Context: an optimization exercise on an open-source flow, tuned for small area. The choices shown serve that exercise and are no tape-out recipe.
The RTL was checked by simulation tests, not by an equivalence proof against the original design.
The flow treats the clock pin as an ideal source, which a real chip does not have.
No activity file was given, so power comes from the tool's default toggle rates.

`design.v`:
```
`timescale 1ns / 1ps
module Max1270_Phy (
    input  wire        clk,
    input  wire        rst,
    output wire [47:0] oEvenRing,
    output wire [47:0] oOddRing,
    output wire [1:0]  oRingPos,
    output wire        oBypass,
    output wire [2:0]  oBypassCh,
    output wire [11:0] oBypassData,
    output wire        oClear,
    input  wire        I_MAX1270_MISO,
    output wire        O_MAX1270_SCK,
    output wire        O_MAX1270_MOSI,
    output wire        O_MAX1270_CS,
    output wire        O_MAX1270_SHDN,
    input  wire        I_MAX1270_SSTRB
);
    reg [5:0] rHalfCnt;
    reg       rPhase;
    wire      wHalfEnd = (rHalfCnt[4] == 1'b0) & (rHalfCnt[2:0] == 3'b111);
    wire      wTick    = rPhase & wHalfEnd;
    always @(posedge clk) begin
        if (rst) begin
            rHalfCnt <= 6'b001110;
            rPhase   <= 1'b0;
        end else begin
            rHalfCnt <= wHalfEnd ? 6'b011101 : {rHalfCnt[4:0], ~(rHalfCnt[5] ^ rHalfCnt[4])};
            if (wHalfEnd)
                rPhase <= ~rPhase;
        end
    end
    reg [4:0] rSlot;
    reg [2:0] rCHCnt;
    reg       rCS;
    wire      wSlotEnd = rSlot[4] & rSlot[3];
    wire [7:0] wSlotCHNext;
    Max1270_LoadHoldSet #(.W(8), .SET(8'b000_00110)) inst_SlotCHMux (
        .iLoad (~rst & wTick),
        .iHold (~rst & ~wTick),
        .iSet  (rst),
        .iD    (wSlotEnd ? {rCHCnt + 3'd1, 5'd7} : {rCHCnt, rSlot + 5'd1}),
        .iQ    ({rCHCnt, rSlot}),
        .oD    (wSlotCHNext)
    );
    always @(posedge clk) begin
        {rCHCnt, rSlot} <= wSlotCHNext;
        if (rst)
            rCS <= 1'b1;
        else if (wTick & (rSlot != 5'd6))
            rCS <= 1'b0;
    end
    reg rMOSIBit;
    always @* begin
        case (rSlot[2:0])
            3'd0:    rMOSIBit = 1'b1;
            3'd1:    rMOSIBit = rCHCnt[2];
            3'd2:    rMOSIBit = rCHCnt[1];
            3'd3:    rMOSIBit = rCHCnt[0];
            3'd4:    rMOSIBit = 1'b1;
            3'd5:    rMOSIBit = 1'b1;
            3'd6:    rMOSIBit = 1'b0;
            default: rMOSIBit = 1'b1;
        endcase
    end
    wire rMOSI = ~rSlot[4] & rSlot[3] & rMOSIBit;
    assign O_MAX1270_SCK  = rPhase & ~rCS;
    assign O_MAX1270_MOSI = rMOSI;
    assign O_MAX1270_CS   = rCS;
    assign O_MAX1270_SHDN = 1'b1;
    reg [3:0]  rMISOSt;
    reg [2:0]  rLastCHCnt;
    reg [11:0] rDataSLR;
    wire       wBusy  = ~(rMISOSt[3] & ~rMISOSt[2] & ~rMISOSt[0]);
    wire       wWrite = (rMISOSt == 4'b1010);
    wire       wMISOLoad = ~rst & wTick & (wBusy | I_MAX1270_SSTRB);
    wire [3:0] wMISOStNext;
    wire       wCHLoad   = wTick & ~wBusy & I_MAX1270_SSTRB;
    wire [2:0] wLastCHNext;
    Max1270_LoadHoldSet #(.W(4), .SET(4'b1000)) inst_MISOStMux (
        .iLoad (wMISOLoad),
        .iHold (~rst & ~wMISOLoad),
        .iSet  (rst),
        .iD    ({4{wBusy}} & {rMISOSt[2:0], ~(rMISOSt[3] ^ rMISOSt[2])}),
        .iQ    (rMISOSt),
        .oD    (wMISOStNext)
    );
    Max1270_HoldMux #(.W(3)) inst_LastCHMux (
        .iLoad (wCHLoad),
        .iHold (~wCHLoad),
        .iD    (rCHCnt),
        .iQ    (rLastCHCnt),
        .oD    (wLastCHNext)
    );
    always @(posedge clk) begin
        rMISOSt    <= wMISOStNext;
        rLastCHCnt <= wLastCHNext;
    end
    wire        wShift = wTick & wBusy;
    wire [11:0] wDataSLRNext;
    Max1270_HoldMux #(.W(12)) inst_SLRMux (
        .iLoad (wShift),
        .iHold (~wShift),
        .iD    ({rDataSLR[10:0], I_MAX1270_MISO}),
        .iQ    (rDataSLR),
        .oD    (wDataSLRNext)
    );
    always @(posedge clk)
        rDataSLR <= wDataSLRNext;
    reg  [1:0]  rRingPos;
    reg  [47:0] rEvenRing;
    reg  [47:0] rOddRing;
    wire        wEntry    = wWrite & (&(rLastCHCnt[2:1] ^ rRingPos));
    wire        wClear    = (rSlot == 5'd6);
    wire        wEvenLoad = wEntry & ~rLastCHCnt[0];
    wire        wOddLoad  = wEntry &  rLastCHCnt[0];
    wire [11:0] wEvenIn, wOddIn;
    Max1270_HoldMux #(.W(12)) inst_EvenEntry (
        .iLoad (wEvenLoad),
        .iHold (~wClear & ~wEvenLoad),
        .iD    (rDataSLR),
        .iQ    (rEvenRing[47:36]),
        .oD    (wEvenIn)
    );
    Max1270_HoldMux #(.W(12)) inst_OddEntry (
        .iLoad (wOddLoad),
        .iHold (~wClear & ~wOddLoad),
        .iD    (rDataSLR),
        .iQ    (rOddRing[47:36]),
        .oD    (wOddIn)
    );
    always @(posedge clk) begin
        rRingPos  <= rst ? 2'd0 : rRingPos + 2'd1;
        rEvenRing <= {rEvenRing[35:0], wEvenIn};
        rOddRing  <= {rOddRing[35:0],  wOddIn};
    end
    assign oEvenRing   = rEvenRing;
    assign oOddRing    = rOddRing;
    assign oRingPos    = rRingPos;
    assign oBypass     = wWrite & rHalfCnt[5];
    assign oBypassCh   = rLastCHCnt;
    assign oBypassData = rDataSLR;
    assign oClear      = wClear;
endmodule
module Max1270_HoldMux #
(
    parameter W = 12
)
(
    input  wire         iLoad,
    input  wire         iHold,
    input  wire [W-1:0] iD,
    input  wire [W-1:0] iQ,
    output wire [W-1:0] oD
);
    assign oD = ({W{iLoad}} & iD) | ({W{iHold}} & iQ);
endmodule
module Max1270_LoadHoldSet #
(
    parameter W   = 8,
    parameter SET = 0
)
(
    input  wire         iLoad,
    input  wire         iHold,
    input  wire         iSet,
    input  wire [W-1:0] iD,
    input  wire [W-1:0] iQ,
    output wire [W-1:0] oD
);
    localparam [W-1:0] SETV = SET;
    assign oD = ({W{iLoad}} & iD) | ({W{iHold}} & iQ) | ({W{iSet}} & SETV);
endmodule
`timescale 1ns / 1ps
module Max1270_AXIL_Reg (
    input  wire        clk,
    input  wire        rst,
    input  wire        s_axil_awvalid,
    output wire        s_axil_awready,
    input  wire        s_axil_wvalid,
    output wire        s_axil_wready,
    output wire [1:0]  s_axil_bresp,
    output wire        s_axil_bvalid,
    input  wire        s_axil_bready,
    input  wire [9:2]  s_axil_araddr,
    input  wire        s_axil_arvalid,
    output wire        s_axil_arready,
    output wire [31:0] s_axil_rdata,
    output wire [1:0]  s_axil_rresp,
    output wire        s_axil_rvalid,
    input  wire        s_axil_rready,
    input  wire [47:0] iEvenRing,
    input  wire [47:0] iOddRing,
    input  wire [1:0]  iRingPos,
    input  wire        iBypass,
    input  wire [2:0]  iBypassCh,
    input  wire [11:0] iBypassData,
    input  wire        iClear
);
    reg        rWReady;
    reg        rBValid;
    reg        rARReady;
    reg        rRValid;
    reg [11:0] rRDataHi;
    reg [11:0] rRDataLo;
    wire wWrAcc = s_axil_awvalid & s_axil_wvalid & (~rBValid | s_axil_bready) & ~rWReady;
    wire wRdAcc = s_axil_arvalid & (~rRValid | s_axil_rready) & ~rARReady;
    always @(posedge clk) begin
        if (rst) begin
            rWReady  <= 1'b0;
            rBValid  <= 1'b0;
            rARReady <= 1'b0;
            rRValid  <= 1'b0;
        end else begin
            rWReady  <= wWrAcc;
            rBValid  <= (rBValid & ~s_axil_bready) | wWrAcc;
            rARReady <= wRdAcc;
            rRValid  <= (rRValid & ~s_axil_rready) | wRdAcc;
        end
    end
    wire       wStall   = rRValid & ~s_axil_rready;
    wire       wRdWord  = ~wStall & ~iClear & (s_axil_araddr[9:4] == 6'd0);
    wire [1:0] wSlot    = s_axil_araddr[3:2] + iRingPos;
    wire       wBypWord = iBypass & (iBypassCh[2:1] == s_axil_araddr[3:2]);
    wire       wBypHi   = wBypWord & ~iBypassCh[0];
    wire       wBypLo   = wBypWord &  iBypassCh[0];
    wire [3:0] wSlotDec;
    assign wSlotDec[0] = (wSlot == 2'd0);
    assign wSlotDec[1] = (wSlot == 2'd1);
    assign wSlotDec[2] = (wSlot == 2'd2);
    assign wSlotDec[3] = (wSlot == 2'd3);
    wire [11:0] wRDataHiNext, wRDataLoNext;
    Max1270_AXIL_RdMux inst_RdMuxHi (
        .iSel    ({4{wRdWord & ~wBypHi}} & wSlotDec),
        .iSelByp (wRdWord & wBypHi),
        .iHold   (wStall),
        .iData0  (iEvenRing[11:0]),
        .iData1  (iEvenRing[23:12]),
        .iData2  (iEvenRing[35:24]),
        .iData3  (iEvenRing[47:36]),
        .iDataByp(iBypassData),
        .iQ      (rRDataHi),
        .oD      (wRDataHiNext)
    );
    Max1270_AXIL_RdMux inst_RdMuxLo (
        .iSel    ({4{wRdWord & ~wBypLo}} & wSlotDec),
        .iSelByp (wRdWord & wBypLo),
        .iHold   (wStall),
        .iData0  (iOddRing[11:0]),
        .iData1  (iOddRing[23:12]),
        .iData2  (iOddRing[35:24]),
        .iData3  (iOddRing[47:36]),
        .iDataByp(iBypassData),
        .iQ      (rRDataLo),
        .oD      (wRDataLoNext)
    );
    always @(posedge clk) begin
        rRDataHi <= wRDataHiNext;
        rRDataLo <= wRDataLoNext;
    end
    assign s_axil_awready = rWReady;
    assign s_axil_wready  = rWReady;
    assign s_axil_bresp   = 2'b00;
    assign s_axil_bvalid  = rBValid;
    assign s_axil_arready = rARReady;
    assign s_axil_rdata   = {{4{rRDataHi[11]}}, rRDataHi, {4{rRDataLo[11]}}, rRDataLo};
    assign s_axil_rresp   = 2'b00;
    assign s_axil_rvalid  = rRValid;
endmodule
module Max1270_AXIL_RdMux (
    input  wire [3:0]  iSel,
    input  wire        iSelByp,
    input  wire        iHold,
    input  wire [11:0] iData0,
    input  wire [11:0] iData1,
    input  wire [11:0] iData2,
    input  wire [11:0] iData3,
    input  wire [11:0] iDataByp,
    input  wire [11:0] iQ,
    output wire [11:0] oD
);
    wire [11:0] wTermsA_n, wTermsB_n;
    genvar i;
    generate
        for (i = 0; i < 12; i = i + 1) begin : g_bit
            Max1270_AOI222 inst_TermsA (
                .iA1 (iSel[0]), .iA2 (iData0[i]),
                .iB1 (iSel[1]), .iB2 (iData1[i]),
                .iC1 (iSel[2]), .iC2 (iData2[i]),
                .oY  (wTermsA_n[i])
            );
            Max1270_AOI222 inst_TermsB (
                .iA1 (iSel[3]), .iA2 (iData3[i]),
                .iB1 (iSelByp), .iB2 (iDataByp[i]),
                .iC1 (iHold),   .iC2 (iQ[i]),
                .oY  (wTermsB_n[i])
            );
        end
    endgenerate
    assign oD = ~(wTermsA_n & wTermsB_n);
endmodule
module Max1270_AOI222 (
    input  wire iA1,
    input  wire iA2,
    input  wire iB1,
    input  wire iB2,
    input  wire iC1,
    input  wire iC2,
    output wire oY
);
    assign oY = ~((iA1 & iA2) | (iB1 & iB2) | (iC1 & iC2));
endmodule
`timescale 1ns / 1ps
module Max1270_Top #
(
    parameter AXIL_ADDR_WIDTH      = 32,
    parameter AXIL_DATA_WIDTH      = 32,
    parameter AXIL_STRB_WIDTH      = AXIL_DATA_WIDTH/8
)
(
    input  wire                   s_axil_clk    ,
    input  wire                   s_axil_rst    ,
    input  wire [AXIL_ADDR_WIDTH-1:0]  s_axil_awaddr ,
    input  wire [2:0]             s_axil_awprot ,
    input  wire                   s_axil_awvalid,
    output wire                   s_axil_awready,
    input  wire [AXIL_DATA_WIDTH-1:0]  s_axil_wdata  ,
    input  wire [AXIL_STRB_WIDTH-1:0]  s_axil_wstrb  ,
    input  wire                   s_axil_wvalid ,
    output wire                   s_axil_wready ,
    output wire [1:0]             s_axil_bresp  ,
    output wire                   s_axil_bvalid ,
    input  wire                   s_axil_bready ,
    input  wire [AXIL_ADDR_WIDTH-1:0]  s_axil_araddr ,
    input  wire [2:0]             s_axil_arprot ,
    input  wire                   s_axil_arvalid,
    output wire                   s_axil_arready,
    output wire [AXIL_DATA_WIDTH-1:0]  s_axil_rdata  ,
    output wire [1:0]             s_axil_rresp  ,
    output wire                   s_axil_rvalid ,
    input  wire                   s_axil_rready ,
    input                         I_MAX1270_MISO,
    output                        O_MAX1270_SCK ,
    output                        O_MAX1270_MOSI,
    output                        O_MAX1270_CS  ,
    output                        O_MAX1270_SHDN,
    input                         I_MAX1270_SSTRB
);
    wire [47:0] wEvenRing;
    wire [47:0] wOddRing;
    wire [1:0]  wRingPos;
    wire        wBypass;
    wire [2:0]  wBypassCh;
    wire [11:0] wBypassData;
    wire        wClear;
    Max1270_Phy inst_Max1270_Phy (
        .clk             (s_axil_clk),
        .rst             (~s_axil_rst),
        .oEvenRing       (wEvenRing),
        .oOddRing        (wOddRing),
        .oRingPos        (wRingPos),
        .oBypass         (wBypass),
        .oBypassCh       (wBypassCh),
        .oBypassData     (wBypassData),
        .oClear          (wClear),
        .I_MAX1270_MISO  (I_MAX1270_MISO),
        .O_MAX1270_SCK   (O_MAX1270_SCK),
        .O_MAX1270_MOSI  (O_MAX1270_MOSI),
        .O_MAX1270_CS    (O_MAX1270_CS),
        .O_MAX1270_SHDN  (O_MAX1270_SHDN),
        .I_MAX1270_SSTRB (I_MAX1270_SSTRB)
    );
    Max1270_AXIL_Reg inst_Max1270_AXIL_Reg (
        .clk            (s_axil_clk),
        .rst            (~s_axil_rst),
        .s_axil_awvalid (s_axil_awvalid),
        .s_axil_awready (s_axil_awready),
        .s_axil_wvalid  (s_axil_wvalid),
        .s_axil_wready  (s_axil_wready),
        .s_axil_bresp   (s_axil_bresp),
        .s_axil_bvalid  (s_axil_bvalid),
        .s_axil_bready  (s_axil_bready),
        .s_axil_araddr  (s_axil_araddr[9:2]),
        .s_axil_arvalid (s_axil_arvalid),
        .s_axil_arready (s_axil_arready),
        .s_axil_rdata   (s_axil_rdata),
        .s_axil_rresp   (s_axil_rresp),
        .s_axil_rvalid  (s_axil_rvalid),
        .s_axil_rready  (s_axil_rready),
        .iEvenRing      (wEvenRing),
        .iOddRing       (wOddRing),
        .iRingPos       (wRingPos),
        .iBypass        (wBypass),
        .iBypassCh      (wBypassCh),
        .iBypassData    (wBypassData),
        .iClear         (wClear)
    );
endmodule
```
`flow/run.sh`:
```
#!/bin/bash
# Standard ORFS layout (the standard.sh, standard synthesis) with:
#  - the smallest buffer on each port,
#  - synthesis buffers removed before placement,
#  - logic cells set to their smallest drive strength, then drivers upsized,
#    rather than buffered, to meet slew and capacitance limits,
#  - a clock tree of small clock buffers, upsized where a register's clock
#    slew would be too slow.
set -euo pipefail
export FLOW_FLOW_DIR=$PWD/flow
bash standard.sh \
  "BUFFER_PORTS_ARGS=-buffer_cell sky130_fd_sc_hd__buf_1" \
  "PRE_GLOBAL_PLACE_TCL=$FLOW_FLOW_DIR/pre_global_place.tcl" \
  "CTS_ARGS=-sink_clustering_enable -repair_clock_nets -dont_use_dummy_load -buf_list sky130_fd_sc_hd__clkbuf_4" \
  "PRE_RESIZE_TCL=$FLOW_FLOW_DIR/pre_resize.tcl" \
  "POST_CTS_TCL=$FLOW_FLOW_DIR/post_cts.tcl" \
  finish > standard.log 2>&1
```
`flow/fixclk.tcl`:
```
# Upsize clock buffers whose register clock pins see too slow a slew.
proc my_fix_clock_slew { limit } {
  set sizes {sky130_fd_sc_hd__clkbuf_1 sky130_fd_sc_hd__clkbuf_2 sky130_fd_sc_hd__clkbuf_4 sky130_fd_sc_hd__clkbuf_8 sky130_fd_sc_hd__clkbuf_16}
  for {set pass 0} {$pass < 4} {incr pass} {
    estimate_parasitics -placement
    set changed 0
    foreach pin [get_pins -of_objects [all_registers] -filter "is_clock==1"] {
      if { [get_property $pin slew_max] <= $limit } { continue }
      set drv [get_pins -of_objects [get_nets -of_objects $pin] -filter "direction==output"]
      if { [llength $drv] != 1 } { continue }
      set inst [get_cells -of_objects $drv]
      set name [get_full_name $inst]
      if { [info exists done($name)] } { continue }
      set ref [get_property $inst ref_name]
      set i [lsearch $sizes $ref]
      if { $i < 0 || $i == [llength $sizes] - 1 } { continue }
      set done($name) 1
      replace_cell $inst [lindex $sizes [expr {$i + 1}]]
      incr changed
      puts "my_fix_clock_slew: $name $ref -> [lindex $sizes [expr {$i + 1}]]"
    }
    array unset done
    if { $changed == 0 } { break }
    detailed_placement
  }
}
```
`flow/post_cts.tcl`:
```
source $::env(FLOW_FLOW_DIR)/fixclk.tcl
my_fix_clock_slew 0.122
```
`flow/pre_global_place.tcl`:
```
# Remove every buffer synthesis left (including those in front of output
# ports); port buffering right after this adds one buffer per port.
remove_buffers
```
`flow/pre_resize.tcl`:
```
source $::env(FLOW_FLOW_DIR)/upsize.tcl
set_dont_use $::env(DONT_USE_CELLS)
my_downsize_all
my_upsize_for_limits $::env(FLOW_FLOW_DIR)/../upsize_checks.rpt
```
`flow/upsize.tcl`:
```
# Fix max-slew and max-capacitance violations by upsizing the driving cell
# (next drive strength of the same cell) before the resizer would insert
# buffers; the flow's own repair_design then handles anything left.
proc my_next_size { ref } {
  if { ![regexp {^(sky130_fd_sc_hd__.+)_([0-9]+)$} $ref -> base n] } { return "" }
  set best ""; set bestn 1000
  foreach c [get_lib_cells */${base}_*] {
    set name [get_name $c]
    if { ![regexp "^${base}_(\[0-9\]+)\$" $name -> m] } { continue }
    if { [get_property $c dont_use] } { continue }
    if { $m > $n && $m < $bestn } { set best $name; set bestn $m }
  }
  return $best
}
proc my_upsize_for_limits { rpt {wire_cap_scale 1.5} } {
  # Check with pessimistic signal-wire capacitance (met1's, scaled), so that
  # nets close to a limit are upsized too; routed wires come out longer than
  # the placement estimate.
  set_wire_rc -signal -resistance 8.929e-04 -capacitance [expr {1.72375e-04 * $wire_cap_scale}]
  for {set pass 0} {$pass < 8} {incr pass} {
    estimate_parasitics -placement
    report_check_types -max_slew -max_capacitance -violators > $rpt
    set fh [open $rpt r]; set txt [read $fh]; close $fh
    set drivers {}
    foreach line [split $txt "\n"] {
      if { ![regexp {^(\S+)\s+[-0-9.]+\s+[-0-9.]+\s+-[0-9.]+ \(VIOLATED\)} $line -> pname] } { continue }
      set pin [get_pins -quiet $pname]
      if { $pin eq "" } { continue }
      if { [get_property $pin direction] eq "input" } {
        set net [get_nets -of_objects $pin]
        set pin [get_pins -quiet -of_objects $net -filter "direction==output"]
        if { [llength $pin] != 1 } { continue }
      }
      set inst [get_cells -of_objects $pin]
      dict set drivers [get_full_name $inst] 1
    }
    set changed 0
    foreach name [dict keys $drivers] {
      set inst [get_cells $name]
      set ref [get_property $inst ref_name]
      set nxt [my_next_size $ref]
      if { $nxt eq "" } { continue }
      replace_cell $inst $nxt
      puts "my_upsize_for_limits: $name $ref -> $nxt"
      incr changed
    }
    if { $changed == 0 } { break }
  }
  set_wire_rc -signal -layer met1
  estimate_parasitics -placement
}

# Set every logic cell (not flip-flops, buffers or tie cells) to the smallest
# drive strength of its kind; my_upsize_for_limits then upsizes where a
# slew or capacitance limit needs it.
proc my_downsize_all {} {
  set n 0
  foreach inst [get_cells *] {
    set ref [get_property $inst ref_name]
    if { ![regexp {^(sky130_fd_sc_hd__.+)_([0-9]+)$} $ref -> base sz] } { continue }
    if { [regexp {__(s?e?df|dl|buf|clkbuf|clkdlybuf|dlygate|dlymetal|conb|tap|fill|decap|diode)} $base] } { continue }
    set best ""; set besta 1e9
    foreach c [get_lib_cells */${base}_*] {
      set name [get_name $c]
      if { ![regexp "^${base}_\[0-9\]+\$" $name] } { continue }
      if { [get_property $c dont_use] } { continue }
      set a [get_property $c area]
      if { $a < $besta } { set besta $a; set best $name }
    }
    if { $best ne "" && $best ne $ref && $besta < [get_property [get_lib_cells */$ref] area] } {
      replace_cell $inst $best
      incr n
    }
  }
  puts "my_downsize_all: downsized $n cells"
}
```
`standard.sh`:
```
#!/bin/bash
# synth_recipe.tcl (not shown) runs the flow's synth.tcl, then flattens the netlist and writes it again
# the make line also repeats each setting of config.mk as NAME=value (left out here)
make -C /OpenROAD-flow-scripts/flow DESIGN_CONFIG=/design/flow/config.mk WORK_HOME=/design/flow/orfs CLKGATE_MAP_FILE= SYNTH_SCRIPT=/design/flow/synth_recipe.tcl "${@:-finish}"
```
`config.mk`:
```
export PLATFORM = sky130hd
export DESIGN_NAME = Max1270_Top
export DESIGN_NICKNAME = Max1270_Top
export VERILOG_FILES = /design/flow/design.v
export SDC_FILE = /design/flow/constraint.sdc
export NUM_CORES = 4
export LEC_CHECK = 0
export CAP_MARGIN = 10
export CORE_MARGIN = 2
export CORE_UTILIZATION = 75
export GPL_TIMING_DRIVEN = 0
export SLEW_MARGIN = 10
export SYNTH_HIERARCHICAL = 1
export SYNTH_MINIMUM_KEEP_SIZE = 0
```
`constraint.sdc`:
```
create_clock -name core_clock -period 5.0 [get_ports {s_axil_clk}]
set_input_delay 1.0000 -clock core_clock [delete_from_list [all_inputs] [get_ports {s_axil_clk}]]
set_output_delay 1.0000 -clock core_clock [all_outputs]
set_load 0.01 [all_outputs]
```
==> results.cfg, run 1 <==
[drt]
wl_met3_um = 875
wl_mm = 10.9
final_antenna_net_count = 0
num_vias = 3706
drtIter0Drc = 466
route.detailed.drc = 0
dr.max_layer_used = met4
wl_per_cell_um = 19.1
vias_per_cell = 6.51
firstDrtPassIters = 7
met1Wirelength_mm = 4.36
met2_length_mm = 5.52

[finish]
fillers = 460
final_cell_mix = dfxtp_1, buf_1, a22o_1
area_delta_synth_final_pct = 4.76
drive_above_1_share_pct = 5.92
final_common_cell = dfxtp_1
fin_nets = 597
final_cell_area_um2 = 5510
post-route-util_pct = 81.1
fin_cells = 569
n_antenna_cell = 0

[flow_run]
cap_violations = 0

[clocking]
clkLatencyLatePin_ps = 490
cts.clk_slew.worst_paths_ps = 100
cts_tree = built
clkSinkCount = 161

[hold_path]
hp-class = reg -> reg

[grt]
grt_pass1_wl_mm = 17.3
grt_overflow = 0
grt_pass1_vias = 3588
grt_max_degree = 26
grt_usage_pct = 29.6
antenna_found_initial = 0

[yosys]
ys_seq_area_share_pct = 61.3
synth_cell_type_count = 46
synthArstFlopShare_pct = 0
synth-seq-cells = 161
synth_ff_type = dfxtp_1
syn-instance-count = 421
avgSynthCellArea_um2 = 12.5
yosysWarningCount = 8
synth_edf_count = 0
syn_area_um2 = 5260

[timing]
layout_setup_ws_ps = 1850
tns_ps = 0
tightest_slew_ps = 1110
clock-skew-final_ps = 31.3
relSlewSlack_pct = 26.0
hold_slack_ps = 332
fin_crit_ps = 3150
hold_viol = 0
maxSlewViolCount = 0
rsz0062_at_grt = false
max_freq_mhz = 318
finalSetupViolations = 0
fin_crit_sh_pct = 62.9

[setup_path]
cp_max_fo = 12
cp-end-kind = flop
required_ps = 5410
cp.arrival_ps = 3560
worstSetupStartpointType = flop
worstSetupPathType = reg -> reg

[placed_design]
pre_cts_slack_ps = 1770
placed_cell_area_um2 = 5370
place.gp.congestion = 0.900
dp_hpwl_mm = 7.19
io_buffers = 56
dpl.cell_count = 552

[power]
powerDensity_nw_per_um2 = 343
power.total_mw = 1.89
p_leak_nw = 2.14
ir_worst_vdd_uv = 225

[floorplanning]
die_width_um = 87.7
dieArea_um2 = 7700
io_pins = 160
die_h_um = 87.7
core_region_area_um2 = 6790
start_util_pct = 77.4
rows = 30

[status]
status = timing/DRC/antenna clean
synth_stat cells, types with 2 or more instances:
library cell,count,area share [%]
dfxtp_1,161,61
a222oi_1,48,9.1
a22o_1,35,5.8
nand2_1,33,2.4
nor2_1,20,1.4
a22o_2,14,2.7
buf_4,14,2.0
buf_6,8,1.7
ha_1,7,1.7
inv_1,7,0.50
nand2b_1,7,0.83
nor3_1,7,0.67
nand3_1,6,0.57
xnor2_1,5,0.83
a21oi_1,4,0.38
nor2b_1,4,0.48
a221o_1,3,0.57
and2_1,2,0.24
and3_1,2,0.24
clkbuf_1,2,0.14
conb_1,2,0.14
mux2i_1,2,0.38
nand3b_1,2,0.29
o31ai_1,2,0.29
or2_2,2,0.24
xor2_2,2,0.62
metal layers:
layer,global-route usage (%),up-vias
met1,37.3,1796
met2,49.0,188
li1,-,1709
met5,0,-
met3,8.20,13
met4,10.8,0
where the power goes:
group / internal (mW) / total, mW / switching, mW
logic: 0.0260 / 0.0696 / 0.0436
registers: 1.29 / 1.30 / 0.0106
clock network: 0.173 / 0.521 / 0.348
total: 1.49 / 1.89 / 0.402
registers in the layout (all words and copies together), names as in the netlist, 2 cells and up:
register,cells
inst_Max1270_AXIL_Reg.rRDataLo,12
inst_Max1270_Phy.rCHCnt,3
inst_Max1270_Phy.rLastCHCnt,3
inst_Max1270_Phy.rOddRing,48
inst_Max1270_Phy.rHalfCnt,6
inst_Max1270_Phy.rDataSLR,12
inst_Max1270_Phy.rRingPos,2
inst_Max1270_Phy.rEvenRing,48
inst_Max1270_Phy.rMISOSt,4
inst_Max1270_Phy.rSlot,5
inst_Max1270_AXIL_Reg.rRDataHi,12
path summary, 6_finish.rpt:
check	startpoint	endpoint	slack, ps	cells after the start
setup / recovery	inst_Max1270_Phy.rSlot[0]	inst_Max1270_AXIL_Reg.rRDataLo[3]	1850	8
hold / removal	inst_Max1270_Phy.rOddRing[12]	inst_Max1270_Phy.rOddRing[24]	330	0
hold reg to reg	inst_Max1270_Phy.rOddRing[12]	inst_Max1270_Phy.rOddRing[24]	330	0
setup reg to reg	inst_Max1270_Phy.rSlot[0]	inst_Max1270_AXIL_Reg.rRDataLo[3]	1850	8
modules after synthesis, one instance, submodules excluded, excerpt:
module	copies in the design	cell area, µm²
Max1270_AOI222	48	10.0
Max1270_AXIL_RdMux	2	45.0
Max1270_Top	1	3.75
Max1270_Phy	1	3180
Max1270_AXIL_Reg	1	950
final cells by class:
| cell class | instances | area, µm² | share of cell area (%) |
|---|---|---|---|
| flip-flops and latches | 161 | 3220 | 58.5 |
| repair buffers | 56 | 210 | 3.81 |
| multi-input cells | 232 | 1790 | 32.5 |
| well taps | 96 | 120 | 2.18 |
| clock buffers | 17 | 140 | 2.54 |
| inverters | 7 | 26.3 | 0.477 |
logic make-up after synthesis:
kind of cell,count (synthesis),share of synthesized area (%)
flip-flops,161,61.3
AO/OA/AOI/OAI,112,19.7
AND/OR/NAND/NOR,95,9.70
buffers and inverters,31,4.35
XOR/XNOR,10,2.52
adder cells (fa/ha/maj),7,1.67
multiplexers,3,0.595
other,2,0.143
worst max-delay path, cell delays in order, from the launching register on:
cell and delay (ps):
dfxtp_1 480, inv_1 80, ha_1 220, and4bb_2 290, nor4_1 380, nand4b_1 340, nor3_2 850, a222oi_1 290
nand2_1 150
==> run 2: changes to the inputs <==
--- a/design.v
+++ b/design.v
@@ -17,22 +17,27 @@
     input  wire        I_MAX1270_SSTRB
 );
-    reg [5:0] rHalfCnt;
+    reg [4:0] rHalfCnt;
     reg       rPhase;
-    wire      wHalfEnd = (rHalfCnt[4] == 1'b0) & (rHalfCnt[2:0] == 3'b111);
-    wire      wTick    = rPhase & wHalfEnd;
+    reg [1:0] rRingPos;
+    wire      wWrap    = rHalfCnt[4] & rHalfCnt[2] & rHalfCnt[0];
+    wire      wHalfEnd = wWrap & rRingPos[0];
+    wire      wTick    = wHalfEnd & rRingPos[1];
     always @(posedge clk) begin
         if (rst) begin
-            rHalfCnt <= 6'b001110;
+            rHalfCnt <= 5'b11011;
             rPhase   <= 1'b0;
+            rRingPos <= 2'd3;
         end else begin
-            rHalfCnt <= wHalfEnd ? 6'b011101 : {rHalfCnt[4:0], ~(rHalfCnt[5] ^ rHalfCnt[4])};
+            rHalfCnt <= wWrap ? 5'b10110 : {rHalfCnt[3:0], ~(rHalfCnt[4] ^ rHalfCnt[2])};
             if (wHalfEnd)
                 rPhase <= ~rPhase;
+            rRingPos <= rRingPos + 2'd1;
         end
     end
     reg [4:0] rSlot;
     reg [2:0] rCHCnt;
-    reg       rCS;
-    wire      wSlotEnd = rSlot[4] & rSlot[3];
+    wire      wCS      = (rSlot[4:1] == 4'b0011);
+    wire      wWaitEnd = rSlot[4] & rSlot[3] & ~rSlot[0];
+    wire      wSlotEnd = rSlot[4] & rSlot[3] &  rSlot[0];
     wire [7:0] wSlotCHNext;
     Max1270_LoadHoldSet #(.W(8), .SET(8'b000_00110)) inst_SlotCHMux (
@@ -40,15 +45,10 @@
         .iHold (~rst & ~wTick),
         .iSet  (rst),
-        .iD    (wSlotEnd ? {rCHCnt + 3'd1, 5'd7} : {rCHCnt, rSlot + 5'd1}),
+        .iD    ({wWaitEnd ? rCHCnt + 3'd1 : rCHCnt, wSlotEnd ? 5'd8 : rSlot + 5'd1}),
         .iQ    ({rCHCnt, rSlot}),
         .oD    (wSlotCHNext)
     );
-    always @(posedge clk) begin
+    always @(posedge clk)
         {rCHCnt, rSlot} <= wSlotCHNext;
-        if (rst)
-            rCS <= 1'b1;
-        else if (wTick & (rSlot != 5'd6))
-            rCS <= 1'b0;
-    end
     reg rMOSIBit;
     always @* begin
@@ -65,7 +65,7 @@
     end
     wire rMOSI = ~rSlot[4] & rSlot[3] & rMOSIBit;
-    assign O_MAX1270_SCK  = rPhase & ~rCS;
+    assign O_MAX1270_SCK  = rPhase & ~wCS;
     assign O_MAX1270_MOSI = rMOSI;
-    assign O_MAX1270_CS   = rCS;
+    assign O_MAX1270_CS   = wCS;
     assign O_MAX1270_SHDN = 1'b1;
     reg [3:0]  rMISOSt;
@@ -108,5 +108,4 @@
     always @(posedge clk)
         rDataSLR <= wDataSLRNext;
-    reg  [1:0]  rRingPos;
     reg  [47:0] rEvenRing;
     reg  [47:0] rOddRing;
@@ -131,5 +130,4 @@
     );
     always @(posedge clk) begin
-        rRingPos  <= rst ? 2'd0 : rRingPos + 2'd1;
         rEvenRing <= {rEvenRing[35:0], wEvenIn};
         rOddRing  <= {rOddRing[35:0],  wOddIn};
@@ -138,5 +136,5 @@
     assign oOddRing    = rOddRing;
     assign oRingPos    = rRingPos;
-    assign oBypass     = wWrite & rHalfCnt[5];
+    assign oBypass     = wWrite & (rRingPos != 2'd0);
     assign oBypassCh   = rLastCHCnt;
     assign oBypassData = rDataSLR;
==> flow/run.sh (replaced) <==
#!/bin/bash
# Standard ORFS layout (the standard.sh, standard synthesis) with:
#  - the smallest buffer on each port,
#  - the tie cells from synthesis kept as they are (one per constant),
#  - synthesis buffers removed before placement,
#  - logic cells set to their smallest drive strength, then drivers upsized
#    (or buffered, where that is smaller) to meet slew and capacitance limits,
#  - a clock tree of small clock buffers, upsized where a register's clock
#    slew would be too slow.
set -euo pipefail
export FLOW_FLOW_DIR=$PWD/flow
bash standard.sh \
  "BUFFER_PORTS_ARGS=-buffer_cell sky130_fd_sc_hd__buf_1" \
  "SKIP_REPAIR_TIE_FANOUT=1" \
  "PRE_GLOBAL_PLACE_TCL=$FLOW_FLOW_DIR/pre_global_place.tcl" \
  "CTS_ARGS=-sink_clustering_enable -repair_clock_nets -dont_use_dummy_load -buf_list sky130_fd_sc_hd__clkbuf_4" \
  "PRE_RESIZE_TCL=$FLOW_FLOW_DIR/pre_resize.tcl" \
  "POST_CTS_TCL=$FLOW_FLOW_DIR/post_cts.tcl" \
  finish > standard.log 2>&1
--- a/flow/upsize.tcl
+++ b/flow/upsize.tcl
@@ -36,12 +36,24 @@
     }
     set changed 0
+    set buf_area [get_property [get_lib_cells */sky130_fd_sc_hd__buf_1] area]
     foreach name [dict keys $drivers] {
       set inst [get_cells $name]
       set ref [get_property $inst ref_name]
       set nxt [my_next_size $ref]
-      if { $nxt eq "" } { continue }
-      replace_cell $inst $nxt
-      puts "my_upsize_for_limits: $name $ref -> $nxt"
-      incr changed
+      set grow 1e9
+      if { $nxt ne "" } {
+        set grow [expr {[get_property [get_lib_cells */$nxt] area] - [get_property [get_lib_cells */$ref] area]}]
+      }
+      if { $grow > $buf_area && ![string match *__buf_* $ref] } {
+        set opin [get_pins -of_objects $inst -filter "direction==output"]
+        set net [get_nets -of_objects $opin]
+        insert_buffer -buffer_cell sky130_fd_sc_hd__buf_1 -net [get_full_name $net]
+        puts "my_upsize_for_limits: $name $ref buffered"
+        incr changed
+      } elseif { $nxt ne "" } {
+        replace_cell $inst $nxt
+        puts "my_upsize_for_limits: $name $ref -> $nxt"
+        incr changed
+      }
     }
     if { $changed == 0 } { break }
--- a/config.mk
+++ b/config.mk
@@ -8,5 +8,5 @@
 export CAP_MARGIN = 10
 export CORE_MARGIN = 2
-export CORE_UTILIZATION = 75
+export CORE_UTILIZATION = 80
 export GPL_TIMING_DRIVEN = 0
 export SLEW_MARGIN = 10
==> run 2 against run 1 <==
Area after synthesis decreased by 0.14%. Combinational power increased by 58%. Clock power about the same. Register-to-register slack improved by 99 ps. Synthesized cell count increased by 0.48%. Fmax increased by 3.3%. Global-route usage increased by 0.50 points. Final cell count decreased by 2.6%. Highest routed layer unchanged.
==> results.cfg, run 2 <==
[status]
status = timing/DRC/antenna clean

[placed_design]
io_buffers = 56
dp_hpwl_mm = 7.04
dpl.cell_count = 537
pre_cts_slack_ps = 1850
place.gp.congestion = 0.845

[grt]
antenna_found_initial = 0
grt_usage_pct = 30.1
grt_pass1_wl_mm = 17.0
grt_max_degree = 26
grt_pass1_vias = 3552
grt_overflow = 0

[yosys]
synth-seq-cells = 159
avgSynthCellArea_um2 = 12.4
yosys.area.top_type = dfxtp_1
syn_area_um2 = 5250
synth_cell_type_count = 47
yosysWarningCount = 8
ys_seq_area_share_pct = 60.6
syn-instance-count = 423
synth_edf_count = 0
synth_top_cell_area_share_pct = 60.6
synth_top_cells_by_area = dfxtp_1, a222oi_1, a22o_1, a22o_2, ha_1
synthArstFlopShare_pct = 0
synth_ff_type = dfxtp_1
yosysMostFrequentCell = dfxtp_1
yosys-top-cells-count = dfxtp_1, a222oi_1, a22o_1

[hold_path]
hold_start = inst_Max1270_Phy.rEvenRing[7]
holdPathEnd = inst_Max1270_Phy.rEvenRing[19]
hp-class = reg -> reg
worstHoldPathCells = 0

[setup_path]
r2r_start = inst_Max1270_Phy.rSlot[0]
cp.arrival_ps = 3500
cp-end-kind = flop
worstSetupStartpointType = flop
reg2reg_to = inst_Max1270_AXIL_Reg.rRDataHi[4]
cp_max_fo = 12
required_ps = 5460
r2r_setup_slack_ps = 1950
rr_worst_depth = 9
worstSetupPathType = reg -> reg

[finish]
final_cell_mix = dfxtp_1, buf_1, a22o_1
final_common_cell = dfxtp_1
area_delta_synth_final_pct = 3.10
fin_nets = 603
multi_input_area_um2 = 1730
fillers = 355
ff_latch_area_um2 = 3180
post-route-util_pct = 85.3
fin_cells = 554
largestRegisters = inst_Max1270_Phy.rEvenRing x48, inst_Max1270_Phy.rOddRing x48
drive_above_1_share_pct = 4.40
n_antenna_cell = 0

[timing]
max_freq_mhz = 328
relSlewSlack_pct = 29.4
layout_setup_ws_ps = 1950
hold_viol = 0
fin_crit_ps = 3050
clock-skew-final_ps = 43.4
rsz0062_at_grt = false
finalSetupViolations = 0
tightest_slew_ps = 1060
fin_crit_sh_pct = 60.9
tns_ps = 0
maxSlewViolCount = 0

[floorplanning]
die_h_um = 85.0
dieArea_um2 = 7230
die_width_um = 85.0
start_util_pct = 82.7
io_pins = 160
core_region_area_um2 = 6350
rows = 29

[clocking]
cts.clk_slew.worst_paths_ps = 120
clkLatencyLatePin_ps = 510
cts_tree = built
clkSinkCount = 159

[flow_run]
cap_violations = 0

[drt]
vias_per_cell = 6.77
num_vias = 3748
firstDrtPassIters = 8
drtIter0Drc = 608
wl_per_cell_um = 19.6
route.detailed.drc = 0
wl_mm = 10.9
final_antenna_net_count = 0

[power]
p_leak_nw = 2.14
powerDensity_nw_per_um2 = 363
ir_worst_vdd_uv = 348
run 2: where the power goes:
group / leakage, nW / switching, mW / internal (mW) / total (mW)
clock: 0.0834 / 0.350 / 0.173 / 0.523
combinational: 0.772 / 0.0662 / 0.0440 / 0.110
sequential: 1.29 / 0.0428 / 1.29 / 1.33
total: 2.14 / 0.459 / 1.51 / 1.97
run 2: modules after synthesis, one instance, submodules excluded, a selection:
module | area, µm² | cells inside | flip-flops and latches
Max1270_Top | 3.75 | 1 | 0
Max1270_AXIL_RdMux | 45.0 | 12 | 0
Max1270_AOI222 | 10.0 | 1 | 0
Max1270_AXIL_Reg | 950 | 77 | 28
Max1270_Phy | 3170 | 214 | 131
run 2: worst max-delay path by stage:
stage	from	to
6_report	inst_Max1270_Phy.rSlot[0]	inst_Max1270_AXIL_Reg.rRDataHi[4]
3_5_place_dp	s_axil_araddr[5]	inst_Max1270_AXIL_Reg.rRDataHi[4]
3_3_place_gp	s_axil_araddr[2]	inst_Max1270_AXIL_Reg.rRDataLo[0]
2_1_floorplan	s_axil_araddr[2]	inst_Max1270_AXIL_Reg.rRDataLo[0]
5_1_grt	inst_Max1270_Phy.rSlot[0]	inst_Max1270_AXIL_Reg.rRDataHi[9]
run 2: area by class of cell, clock buffers not listed:
| type | count | area share (%) |
|---|---|---|
| Sequential cell | 159 | 58.8 |
| Multi-Input combinational cell | 229 | 31.9 |
| Timing Repair Buffer | 62 | 4.30 |
| Tap cell | 77 | 1.78 |
| Inverter | 10 | 0.693 |
run 2: critical path, cell delays in order (launching register included):
cell      delay, ps
dfxtp_1         550
inv_2            90
ha_1            230
nand2_1          70
nor3_1          100
nor4_1          430
nand4b_1        290
nor2_1          880
a222oi_1        250
nand2_1         120
run 2: metal layers:
layer / wire length (µm) / vias to the layer above / global-route usage (%) / share of wire, %
met5: 0 / - / 0 / 0
met4: 192 / 0 / 13.1 / 1.8
met3: 975 / 21 / 9.34 / 9.0
met2: 5310 / 219 / 47.4 / 49
met1: 4410 / 1787 / 38.5 / 40
li1: - / 1721 / - / -
run 2: logic make-up (layout without fill, tap and decap cells):
kind of cell | Yosys count | after routing | share of synthesized area, %
fa+ha+maj | 9 | 9 | 2.14
other cells | 2 | 2 | 0.143
compound gates | 116 | 116 | 20.2
mux | 1 | 1 | 0.286
simple gates | 92 | 92 | 9.65
xor+xnor | 9 | 9 | 2.36
flops | 159 | 159 | 60.6
buf+inv | 35 | 89 | 4.67
run 2: per-stage QoR:
| stage | hold slack, ps | power, mW | area (µm²) |
|---|---|---|---|
| 2_1_floorplan | 330 | 1.44 | 5250 |
| 5_1_grt | 326 | 2.04 | 5420 |
| 6_report | 325 | 1.97 | 5420 |
| 3_3_place_gp | 332 | 1.47 | 5350 |
| 3_5_place_dp | 338 | 1.47 | 5280 |
==> run 3: changes to the inputs <==
--- a/config.mk
+++ b/config.mk
@@ -8,5 +8,5 @@
 export CAP_MARGIN = 10
 export CORE_MARGIN = 2
-export CORE_UTILIZATION = 80
+export CORE_UTILIZATION = 75
 export GPL_TIMING_DRIVEN = 0
 export SLEW_MARGIN = 10
==> run 3 against run 2 <==
Utilization fell by 5.2 points. Sequential share of layout area fell by 0.26 points. First-iteration DRC count fell by 18%. Via count fell by 0.91%. Register-to-register slack barely moved. Clock skew fell by 10 ps. Global-route usage fell by 2.0 points. Routed wire length fell by 3.6%. Critical path type unchanged. Largest cell class unchanged. Largest power group unchanged.
==> results.cfg, run 3 <==
[status]
status = timing/DRC/antenna clean

[floorplanning]
die_width_um = 87.7
core_region_area_um2 = 6790
rows = 30
dieArea_um2 = 7690
io_pins = 160
start_util_pct = 77.3
die_h_um = 87.7

[setup_path]
path_buf_inv = 1
cp_num_cells = 9
cp_top_family = simple AND/OR/NAND/NOR gates
cp_slowest_stage_delay_ps = 830
path_common_cell = nand2_1
worstPathCellList = inv_2, ha_1, nand2_1, nor3_1, nor4_1, nand4b_1, nor2_1, a222oi_1, nand2_1
worstSetupStartpointType = flop
required_ps = 5440
r2r_setup_slack_ps = 1950
rr_worst_depth = 9
worstSetupPathType = reg -> reg
crit_path_top_delay_cell = nor2_1
cp_max_fo = 12
cp-end-kind = flop
cp.arrival_ps = 3490

[drt]
wl_met3_um = 547
drtIter0Drc = 499
met2_length_mm = 5.11
met1Wirelength_mm = 4.64
final_antenna_net_count = 0
vias_per_cell = 6.48
wl_per_cell_um = 18.3
firstDrtPassIters = 7
wl_mm = 10.5
num_vias = 3714
route.detailed.drc = 0
dr.max_layer_used = met4

[yosys]
synth_top_cells_by_area = dfxtp_1, a222oi_1, a22o_1, a22o_2, ha_1
synth-seq-cells = 159
synth_top_cell_area_share_pct = 60.6
syn-instance-count = 423
avgSynthCellArea_um2 = 12.4
yosysWarningCount = 8
synth_edf_count = 0
ys_seq_area_share_pct = 60.6
synth_cell_type_count = 47
yosys.area.top_type = dfxtp_1
syn_area_um2 = 5250
yosys-top-cells-count = dfxtp_1, a222oi_1, a22o_1
synthArstFlopShare_pct = 0
yosysMostFrequentCell = dfxtp_1
synth_ff_type = dfxtp_1

[finish]
final_common_cell = dfxtp_1
final_cell_mix = dfxtp_1, buf_1, a22o_1
area_delta_synth_final_pct = 3.55
fin_nets = 603
n_antenna_cell = 0
largestRegisters = inst_Max1270_Phy.rEvenRing x48, inst_Max1270_Phy.rOddRing x48
drive_above_1_share_pct = 4.40

[grt]
grt_pass1_vias = 3513
antenna_found_initial = 0
grt_pass1_wl_mm = 16.6
grt_overflow = 0
grt_usage_pct = 28.1
grt_max_degree = 26

[clocking]
clkLatencyLatePin_ps = 520
clkSinkCount = 159
cts_tree = built
cts.clk_slew.worst_paths_ps = 110

[placed_design]
pre_cts_slack_ps = 1910
dp_hpwl_mm = 6.73
io_buffers = 56
place.gp.congestion = 0.815

[timing]
layout_setup_ws_ps = 1950
max_freq_mhz = 327
tns_ps = 0
clock-skew-final_ps = 33.3
hold_viol = 0
finalSetupViolations = 0
maxSlewViolCount = 0
rsz0062_at_grt = false
relSlewSlack_pct = 29.5
fin_crit_sh_pct = 61.1
fin_crit_ps = 3050
tightest_slew_ps = 1060

[power]
powerDensity_nw_per_um2 = 362
p_leak_nw = 2.14
ir_worst_vdd_uv = 229

[hold_path]
hp-class = reg -> reg
worstHoldPathCells = 0

[flow_run]
cap_violations = 0
## run 3: cell counts after synthesis
No cell type changed its count.
## run 3: layer usage
layer / track usage (%) / up-vias
li1: - / 1727
met4: 11.3 / 0
met1: 37.8 / 1819
met2: 43.7 / 148
met3: 7.16 / 20
met5: 0 / -
## run 3: final cells by class, clock buffers not listed
type,instances,area (µm²)
Fill cell,430,1360
Inverter,10,37.5
Multi-Input combinational cell,229,1730
Sequential cell,159,3180
Tap cell,96,120
Timing Repair Buffer,62,233
## run 3: worst paths after layout
check / to / startpoint
setup / recovery: inst_Max1270_AXIL_Reg.rRDataHi[3] / inst_Max1270_Phy.rSlot[0]
hold / removal: inst_Max1270_Phy.rEvenRing[47] / inst_Max1270_Phy.rEvenRing[35]
setup reg to reg: inst_Max1270_AXIL_Reg.rRDataHi[3] / inst_Max1270_Phy.rSlot[0]
hold reg to reg: inst_Max1270_Phy.rEvenRing[47] / inst_Max1270_Phy.rEvenRing[35]
## run 3: cell families (layout without fill, tap and decap cells)
family | after synthesis | in the layout | synth area share [%]
buffers and inverters | 35 | 89 | 4.67
DFF | 159 | 159 | 60.6
AOI/OAI and AO/OA | 116 | 116 | 20.2
and+or+nand+nor | 92 | 92 | 9.65
adders and majority gates | 9 | 9 | 2.14
other | 2 | 2 | 0.143
xor gates and xnor gates | 9 | 9 | 2.36
muxes | 1 | 1 | 0.286
## run 3: stage by stage
step	area (µm²)	util [%]	total power, mW	hold slack, ps	cells
2_1_floorplan	5250	-	1.44	330	423
3_3_place_gp	5380	79.1	1.47	332	550
3_5_place_dp	5300	78.0	1.47	337	556
5_1_grt	5440	80.1	2.03	334	573
6_report	5440	80.1	1.97	317	573
## run 3: modules after synthesis (local to each module, per instance), a selection
module              times used  flops+latches  cells inside  area, µm²
Max1270_Phy                  1            131           214       3170
Max1270_Top                  1              0             1       3.75
Max1270_AXIL_RdMux           2              0            12       45.0
Max1270_AXIL_Reg             1             28            77        950
Max1270_AOI222              48              0             1       10.0
## run 3: where the power goes
| group | internal (mW) | leakage, nW | switching, mW | total [mW] |
|---|---|---|---|---|
| Clock | 0.173 | 0.0834 | 0.352 | 0.525 |
| Combinational | 0.0437 | 0.772 | 0.0654 | 0.109 |
| Sequential | 1.29 | 1.29 | 0.0412 | 1.33 |
| Total | 1.51 | 2.14 | 0.459 | 1.97 |
==> run 4: changes to the inputs <==
--- a/design.v
+++ b/design.v
@@ -40,15 +40,16 @@
     wire      wWaitEnd = rSlot[4] & rSlot[3] & ~rSlot[0];
     wire      wSlotEnd = rSlot[4] & rSlot[3] &  rSlot[0];
-    wire [7:0] wSlotCHNext;
-    Max1270_LoadHoldSet #(.W(8), .SET(8'b000_00110)) inst_SlotCHMux (
-        .iLoad (~rst & wTick),
-        .iHold (~rst & ~wTick),
-        .iSet  (rst),
-        .iD    ({wWaitEnd ? rCHCnt + 3'd1 : rCHCnt, wSlotEnd ? 5'd8 : rSlot + 5'd1}),
-        .iQ    ({rCHCnt, rSlot}),
-        .oD    (wSlotCHNext)
-    );
-    always @(posedge clk)
-        {rCHCnt, rSlot} <= wSlotCHNext;
+    always @(posedge clk) begin
+        if (rst)
+            rSlot <= 5'd6;
+        else if (wTick & wSlotEnd)
+            rSlot <= 5'd8;
+        else
+            rSlot <= rSlot + {4'd0, wTick};
+        if (rst)
+            rCHCnt <= 3'd0;
+        else
+            rCHCnt <= rCHCnt + {2'd0, wTick & wWaitEnd};
+    end
     reg rMOSIBit;
     always @* begin
==> run 4 against run 3 <==
Combinational power fell by 16%. Design area is 1.8% lower. Routed wire length decreased by 1.6%. Die area shrank 1.6%. Largest cell class unchanged.
==> results.cfg, run 4 <==
[status]
status = timing/DRC/antenna clean

[timing]
rsz0062_at_grt = false
tns_ps = 0
maxSlewViolCount = 0
fin_crit_ps = 2720
clock-skew-final_ps = 30.5
relSlewSlack_pct = 28.2
tightest_slew_ps = 1080
finalSetupViolations = 0
fin_crit_sh_pct = 54.3
max_freq_mhz = 368
hold_viol = 0

[placed_design]
dpl.cell_count = 527
dp_hpwl_mm = 6.79
placed_cell_area_um2 = 5200
place.gp.congestion = 0.817
io_buffers = 56

[grt]
grt_max_degree = 26
grt_overflow = 0
grt_pass1_vias = 3480
antenna_found_initial = 0
grt_usage_pct = 28.1
grt_pass1_wl_mm = 16.5

[drt]
drtIter0Drc = 368
wl_mm = 10.3
final_antenna_net_count = 0
vias_per_cell = 6.45
route.detailed.drc = 0
num_vias = 3508
firstDrtPassIters = 5
wl_per_cell_um = 19.0

[yosys]
ys_seq_area_share_pct = 61.6
syn-instance-count = 410
synth_edf_count = 0
synth_cell_type_count = 42
syn_area_um2 = 5160
yosysWarningCount = 8
synth-seq-cells = 159
synth_ff_type = dfxtp_1
yosysMostFrequentCell = dfxtp_1
yosys.area.top_type = dfxtp_1
synth_top_cells_by_area = dfxtp_1, a222oi_1, a22o_1, buf_4, nand2_1
synth_top_cell_area_share_pct = 61.6
yosys-top-cells-count = dfxtp_1, a222oi_1, a22o_1
synthArstFlopShare_pct = 0
avgSynthCellArea_um2 = 12.6

[finish]
final_cell_area_um2 = 5340
ff_latch_area_um2 = 3180
fin_nets = 589
area_delta_synth_final_pct = 3.39
final_common_cell = dfxtp_1
fillers = 444
largestRegisters = inst_Max1270_Phy.rEvenRing x48, inst_Max1270_Phy.rOddRing x48
post-route-util_pct = 79.5
drive_above_1_share_pct = 4.53
final_cell_mix = dfxtp_1, buf_1, a222oi_1
multi_input_area_um2 = 1660
fin_cells = 544
n_antenna_cell = 0

[power]
power.total_mw = 1.95
powerDensity_nw_per_um2 = 365
ir_worst_vdd_uv = 238
p_leak_nw = 2.12

[floorplanning]
start_util_pct = 76.9
die_h_um = 87.0
die_width_um = 87.0
rows = 30
core_region_area_um2 = 6720
io_pins = 160
dieArea_um2 = 7570

[setup_path]
cp-end-kind = flop
cp_slowest_stage_delay_ps = 610
required_ps = 5340
cp_max_fo = 12
worstPathCellList = nand2_1, nor4_1, nor4_1, nand4b_1, nor3_1, buf_1, a222oi_1, nand2_1
worstSetupPathType = reg -> reg
cp.arrival_ps = 3060
worstSetupStartpointType = flop
cp_top_family = simple AND/OR/NAND/NOR gates
path_buf_inv = 1
crit_path_top_delay_cell = nor4_1

[hold_path]
hp-class = reg -> reg

[clocking]
cts.clk_slew.worst_paths_ps = 120
clkSinkCount = 159
cts_tree = built
clkLatencyLatePin_ps = 500

[flow_run]
cap_violations = 0
[run 4: final cells by class, clock buffers not listed]
class                           instances  share of cell area, %
Inverter                                7                  0.492
Multi-Input combinational cell        219                   31.0
Timing Repair Buffer                   62                   4.36
Sequential cell                       159                   59.6
Tap cell                               80                   1.87
[run 4: where the power goes]
group          internal, mW  switching, mW
Clock                 0.173          0.353
Combinational        0.0386         0.0530
Sequential             1.29         0.0397
Total                  1.50          0.445
[run 4: path summary, 6_finish.rpt]
path / startpoint / slack (ps) / to / cells past startpoint
max: inst_Max1270_Phy.rSlot[2] / 2280 / inst_Max1270_AXIL_Reg.rRDataLo[4] / 8
min reg2reg: inst_Max1270_Phy.rEvenRing[33] / 330 / inst_Max1270_Phy.rEvenRing[45] / 0
max reg2reg: inst_Max1270_Phy.rSlot[2] / 2280 / inst_Max1270_AXIL_Reg.rRDataLo[4] / 8
min: inst_Max1270_Phy.rEvenRing[33] / 330 / inst_Max1270_Phy.rEvenRing[45] / 0
[run 4: layer usage]
| layer | global-route usage [%] | share of wire, % | vias up |
|---|---|---|---|
| li1 | - | - | 1670 |
| met1 | 36.2 | 43 | 1690 |
| met2 | 46.5 | 50 | 133 |
| met3 | 6.16 | 5.8 | 15 |
| met4 | 10.5 | 1.3 | 0 |
| met5 | 0 | 0 | - |
[run 4: kinds of logic (layout without fill, tap and decap cells)]
kind of cell / Yosys count / count (layout) / synth area share, %
adder cells (fa/ha/maj): 8 / 8 / 1.94
XOR/XNOR: 11 / 11 / 2.74
AO/OA/AOI/OAI: 103 / 103 / 18.2
other: 2 / 2 / 0.145
buffers and inverters: 32 / 86 / 4.46
AND/OR/NAND/NOR: 94 / 94 / 10.6
multiplexers: 1 / 1 / 0.218
flip-flops: 159 / 159 / 61.6
[run 4: modules after synthesis, one instance, submodules excluded, excerpt]
| module | cells inside | area (µm²) | copies in the design | flops+latches |
|---|---|---|---|---|
| Max1270_AOI222 | 1 | 10.0 | 48 | 0 |
| Max1270_AXIL_RdMux | 12 | 45.0 | 2 | 0 |
| Max1270_AXIL_Reg | 77 | 950 | 1 | 28 |
| Max1270_Phy | 211 | 3180 | 1 | 131 |
| Max1270_Top | 1 | 3.75 | 1 | 0 |
[run 4: through the flow]
step	setup WS, ps	hold WS (ps)
2_1_floorplan	2350	330
3_3_place_gp	1490	331
3_5_place_dp	1900	337
5_1_grt	2120	324
6_report	2280	326
==> run 5: changes to the inputs <==
--- a/flow/run.sh
+++ b/flow/run.sh
@@ -6,6 +6,6 @@
 #  - logic cells set to their smallest drive strength, then drivers upsized
 #    (or buffered, where that is smaller) to meet slew and capacitance limits,
-#  - a clock tree of small clock buffers, upsized where a register's clock
-#    slew would be too slow.
+#  - its own balanced two-level clock tree of small clock buffers (instead of
+#    TritonCTS's), upsized where a register's clock slew would be too slow.
 set -euo pipefail
 export FLOW_FLOW_DIR=$PWD/flow
@@ -14,5 +14,6 @@
   "SKIP_REPAIR_TIE_FANOUT=1" \
   "PRE_GLOBAL_PLACE_TCL=$FLOW_FLOW_DIR/pre_global_place.tcl" \
-  "CTS_ARGS=-sink_clustering_enable -repair_clock_nets -dont_use_dummy_load -buf_list sky130_fd_sc_hd__clkbuf_4" \
+  "PRE_CTS_TCL=$FLOW_FLOW_DIR/pre_cts.tcl" \
+  "CTS_ARGS=-dont_use_dummy_load -buf_list sky130_fd_sc_hd__clkbuf_4" \
   "PRE_RESIZE_TCL=$FLOW_FLOW_DIR/pre_resize.tcl" \
   "POST_CTS_TCL=$FLOW_FLOW_DIR/post_cts.tcl" \
==> flow/clocktree.tcl (new file) <==
# Two-level clock tree: the clock port drives one root clock buffer, which
# drives leaf clock buffers; each leaf drives a cluster of nearby clock sinks
# (balanced k-means on sink locations).
proc my_build_clock_tree { clk_name nclusters root_master leaf_master } {
  set block [ord::get_db_block]
  set db [ord::get_db]
  set clknet [$block findNet $clk_name]
  set sinks {}
  foreach it [$clknet getITerms] {
    if { [$it isInputSignal] } { lappend sinks $it }
  }
  set pts {}
  foreach it $sinks {
    set bb [[$it getInst] getBBox]
    lappend pts [list [expr {([$bb xMin] + [$bb xMax]) / 2.0}] [expr {([$bb yMin] + [$bb yMax]) / 2.0}]]
  }
  set n [llength $pts]
  set order [lsort -real -indices [lmap p $pts {expr {[lindex $p 0] * 1.0 + [lindex $p 1] * 0.001}}]]
  set cent {}
  for {set k 0} {$k < $nclusters} {incr k} {
    lappend cent [lindex $pts [lindex $order [expr {int(($k + 0.5) * $n / $nclusters)}]]]
  }
  set cap [expr {int(ceil(double($n) / $nclusters))}]
  for {set iter 0} {$iter < 40} {incr iter} {
    set pairs {}
    for {set i 0} {$i < $n} {incr i} {
      set p [lindex $pts $i]
      for {set k 0} {$k < $nclusters} {incr k} {
        set c [lindex $cent $k]
        lappend pairs [list [expr {abs([lindex $p 0] - [lindex $c 0]) + abs([lindex $p 1] - [lindex $c 1])}] $i $k]
      }
    }
    set pairs [lsort -real -index 0 $pairs]
    set assign [lrepeat $n -1]
    set cnt [lrepeat $nclusters 0]
    foreach pr $pairs {
      lassign $pr d i k
      if { [lindex $assign $i] >= 0 || [lindex $cnt $k] >= $cap } { continue }
      lset assign $i $k
      lset cnt $k [expr {[lindex $cnt $k] + 1}]
    }
    set sx [lrepeat $nclusters 0.0]; set sy [lrepeat $nclusters 0.0]
    for {set i 0} {$i < $n} {incr i} {
      set k [lindex $assign $i]; set p [lindex $pts $i]
      lset sx $k [expr {[lindex $sx $k] + [lindex $p 0]}]
      lset sy $k [expr {[lindex $sy $k] + [lindex $p 1]}]
    }
    set cent {}
    for {set k 0} {$k < $nclusters} {incr k} {
      set c [expr {max(1, [lindex $cnt $k])}]
      lappend cent [list [expr {[lindex $sx $k] / $c}] [expr {[lindex $sy $k] / $c}]]
    }
  }
  # root buffer at the centre of the leaf buffers
  set rx 0.0; set ry 0.0
  foreach c $cent { set rx [expr {$rx + [lindex $c 0]}]; set ry [expr {$ry + [lindex $c 1]}] }
  set rx [expr {int($rx / $nclusters)}]; set ry [expr {int($ry / $nclusters)}]
  set root [odb::dbInst_create $block [$db findMaster $root_master] "clkbuf_root_$clk_name"]
  $root setLocation $rx $ry
  $root setPlacementStatus PLACED
  set rootnet [odb::dbNet_create $block "clknet_root_$clk_name"]
  $rootnet setSigType CLOCK
  [$root findITerm A] connect $clknet
  [$root findITerm X] connect $rootnet
  set leafm [$db findMaster $leaf_master]
  for {set k 0} {$k < $nclusters} {incr k} {
    set buf [odb::dbInst_create $block $leafm "clkbuf_leaf_${k}_$clk_name"]
    set c [lindex $cent $k]
    $buf setLocation [expr {int([lindex $c 0])}] [expr {int([lindex $c 1])}]
    $buf setPlacementStatus PLACED
    set net [odb::dbNet_create $block "clknet_leaf_${k}_$clk_name"]
    $net setSigType CLOCK
    [$buf findITerm A] connect $rootnet
    [$buf findITerm X] connect $net
    set leaf($k) $net
  }
  for {set i 0} {$i < $n} {incr i} {
    set it [lindex $sinks $i]
    $it disconnect
    $it connect $leaf([lindex $assign $i])
  }
  puts "my_build_clock_tree: $n sinks, [llength [array names leaf]] leaves: [lmap k [lsort -integer [array names leaf]] {expr {[llength [$leaf($k) getITerms]] - 1}}]"
}
==> flow/post_cts.tcl (replaced) <==
source $::env(FLOW_FLOW_DIR)/fixclk.tcl
my_fix_clock_slew 0.118
==> flow/pre_cts.tcl (new file) <==
# Build a balanced two-level clock tree (port -> one root buffer -> 13 leaf
# buffers -> clusters of nearby registers) and keep TritonCTS off its nets.
source $::env(FLOW_FLOW_DIR)/clocktree.tcl
my_build_clock_tree s_axil_clk 13 sky130_fd_sc_hd__clkbuf_4 sky130_fd_sc_hd__clkbuf_4
set_cts_config -skip_nets [get_nets {s_axil_clk clknet_*}]
set_propagated_clock [all_clocks]
--- a/config.mk
+++ b/config.mk
@@ -8,5 +8,5 @@
 export CAP_MARGIN = 10
 export CORE_MARGIN = 2
-export CORE_UTILIZATION = 75
+export CORE_UTILIZATION = 85
 export GPL_TIMING_DRIVEN = 0
 export SLEW_MARGIN = 10
==> run 5 against run 4 <==
Highest routed layer unchanged. Sequential power barely moved. Via count rose by 7.1%. Final cell count is 1.5% lower. Still clean on timing, DRC and antenna.
==> results.cfg, run 5 <==
[setup_path]
cp-end-kind = flop
required_ps = 5410
r2r_start = inst_Max1270_Phy.rSlot[2]
reg2reg_to = inst_Max1270_AXIL_Reg.rRDataLo[3]
cp_max_fo = 12
r2r_setup_slack_ps = 2130
worstSetupPathType = reg -> reg
rr_worst_depth = 8
cp.arrival_ps = 3280
worstSetupStartpointType = flop

[floorplanning]
io_pins = 160
core_region_area_um2 = 5890
rows = 28
dieArea_um2 = 6720
start_util_pct = 87.8
die_width_um = 82.0
die_h_um = 82.0

[finish]
n_antenna_cell = 0
fin_nets = 586
final_common_cell = dfxtp_1
drive_above_1_share_pct = 3.90
fillers = 255
area_delta_synth_final_pct = 3.32
final_cell_mix = dfxtp_1, buf_1, a222oi_1
largestRegisters = inst_Max1270_Phy.rEvenRing x48, inst_Max1270_Phy.rOddRing x48

[drt]
final_antenna_net_count = 0
num_vias = 3757
firstDrtPassIters = 9
route.detailed.drc = 0
wl_per_cell_um = 21.7
vias_per_cell = 7.01
wl_mm = 11.6
drtIter0Drc = 519

[timing]
fin_crit_ps = 2870
rsz0062_at_grt = false
hold_slack_ps = 304
maxSlewViolCount = 0
relSlewSlack_pct = 28.5
clock-skew-final_ps = 45.0
finalSetupViolations = 0
hold_viol = 0
fin_crit_sh_pct = 57.4
max_freq_mhz = 348
tns_ps = 0
tightest_slew_ps = 1070

[yosys]
synth_compound_area_share_pct = 18.2
synth.area.mux_share_pct = 0.218
synthArstFlopShare_pct = 0
synth-xor-area-share_pct = 2.74
synth_edf_count = 0
syn_area_um2 = 5160
synth_ff_type = dfxtp_1
yosys.area_share.simple_pct = 10.6
synth_cell_type_count = 42
avgSynthCellArea_um2 = 12.6
yosys.area.top_type = dfxtp_1
synthAdderAreaFrac_pct = 1.94
ys_seq_area_share_pct = 61.6
synth_top_cell_area_share_pct = 61.6
yosysWarningCount = 8
yosys-top-cells-count = dfxtp_1, a222oi_1, a22o_1
yosysMostFrequentCell = dfxtp_1
synth_top_family_by_area = compound AO/OA/AOI/OAI gates
synth_top_cells_by_area = dfxtp_1, a222oi_1, a22o_1, buf_4, nand2_1
synth-seq-cells = 159
syn-instance-count = 410

[hold_path]
hold_start = inst_Max1270_Phy.rEvenRing[25]
worstHoldPathCells = 0
holdPathEnd = inst_Max1270_Phy.rEvenRing[37]
hp-class = reg -> reg

[power]
swShare_pct = 22.7
p_leak_nw = 2.11
ir_worst_vdd_uv = 300
clockPowerShare_pct = 26.8
internal-power_mw = 1.51
seq_power_share_pct = 68.2
powerDensity_nw_per_um2 = 366
p_comb_share_pct = 5.0
switchingPower_uw = 444

[clocking]
clkLatencyLatePin_ps = 520
cts.clk_slew.worst_paths_ps = 120

[grt]
grt_pass1_vias = 3541
grt_max_degree = 26
grt_usage_pct = 33.6
grt_pass1_wl_mm = 17.4
antenna_found_initial = 0
grt_overflow = 0

[status]
status = timing/DRC/antenna clean

[placed_design]
io_buffers = 56
dp_hpwl_mm = 7.34
place.gp.congestion = 0.803

[flow_run]
cap_violations = 0
## run 5: Yosys stat by module, one instance, submodules excluded, excerpt
module / cell area [µm²] / cells / flops+latches / copies in the design
Max1270_AOI222: 10.0 / 1 / 0 / 48
Max1270_AXIL_RdMux: 45.0 / 12 / 0 / 2
Max1270_AXIL_Reg: 950 / 77 / 28 / 1
Max1270_Phy: 3180 / 211 / 131 / 1
Max1270_Top: 3.75 / 1 / 0 / 1
## run 5: worst max path at each step
stage	endpoint	slack, ps	cells past startpoint	startpoint
floorplan	inst_Max1270_AXIL_Reg.rRDataLo[0]	2350	6	s_axil_araddr[2]
global placement	inst_Max1270_AXIL_Reg.rRDataLo[10]	1520	7	s_axil_araddr[2]
detailed placement	inst_Max1270_AXIL_Reg.rRDataHi[9]	1830	7	s_axil_araddr[2]
global route	inst_Max1270_AXIL_Reg.rRDataLo[11]	2080	8	inst_Max1270_Phy.rSlot[2]
finish	inst_Max1270_AXIL_Reg.rRDataLo[3]	2130	8	inst_Max1270_Phy.rSlot[2]
## run 5: kinds of logic (layout without fill, tap and decap cells)
family | count (synthesis) | in the layout
xor gates and xnor gates | 11 | 11
AOI/OAI and AO/OA | 103 | 103
buffers and inverters | 32 | 83
muxes | 1 | 1
DFF | 159 | 159
and+or+nand+nor | 94 | 94
other | 2 | 2
adders and majority gates | 8 | 8
## run 5: power groups by stage
stage,registers [mW],logic (mW),clock network [mW]
final,1.33,0.0970,0.523
after global routing,1.34,0.104,0.573
after detailed placement,1.36,0.0920,0
after global placement,1.36,0.0925,0
after floorplan,1.35,0.0827,0
## run 5: routing by layer
metal  GRT usage, %  vias up  wire (µm)
met4           14.5        0        394
met2           57.8      263       5680
met1           42.8     1775       4570
met3           4.07       52        991
li1               -     1667          -
met5              0        -          0
## run 5: cell type report
| type | instances | area [µm²] | share of cell area, % |
|---|---|---|---|
| well taps | 75 | 93.8 | 1.76 |
| inverters | 7 | 26.3 | 0.492 |
| plain buffers | 14 | 143 | 2.67 |
| multi-input cells | 219 | 1660 | 31.1 |
| repair buffers | 62 | 233 | 4.36 |
| flip-flops and latches | 159 | 3180 | 59.6 |
## run 5: through the flow
step	utilization [%]	cell area, µm²	cells	setup WS [ps]	power (mW)
after floorplan	-	5160	410	2350	1.43
after global placement	89.5	5270	516	1520	1.45
after detailed placement	88.2	5190	522	1830	1.45
after global routing	90.7	5340	536	2080	2.01
final	90.7	5340	536	2130	1.95
## run 5: worst max-delay path: stages, from the launching register on
cell and delay, ps:
dfxtp_1 450, nand2_1 100, nor4_1 660, nor4_1 190, nand4b_1 240, nor3_1 110
buf_1 360, a222oi_1 560, nand2_1 110

[what the ideal ports hide]
How much do the figures lean on ideal ports? The routed layouts below were timed once more, with nothing changed but the port constraints.
Step 1 (the two cells are an assumption about what drives the block):
set clk [get_ports {s_axil_clk}]
set_driving_cell -lib_cell sky130_fd_sc_hd__clkbuf_16 $clk
set_driving_cell -lib_cell sky130_fd_sc_hd__buf_2 [delete_from_list [all_inputs] $clk]
Step 2 moves the port delays by t, midway between the first and last clock arrival at a register: inputs arrive t later, outputs are due t later. That takes back most of the time a late clock gives input paths.
Three values: ideal ports, drivers, drivers and shift; two values: the first two.
run | t, ns | setup slack, ns | worst slew at a driven data input, ns
run 1 | 0.510 | 1.854 / 1.854 / 1.750 | 0.03
run 2 | 0.524 | 1.953 / 1.953 / 1.830 | 0.04
run 3 | 0.530 | 1.946 / 1.946 / 1.777 | 0.03
run 4 | 0.510 | 2.284 / 2.284 / 1.877 | 0.04
run 5 | 0.534 | 2.129 / 2.129 / 1.702 | 0.04
After both steps every run listed still meets setup and hold. For run 5, which loses most, drivers alone change the setup slack by 0.000 ns; drivers and shift together by -0.427 ns.
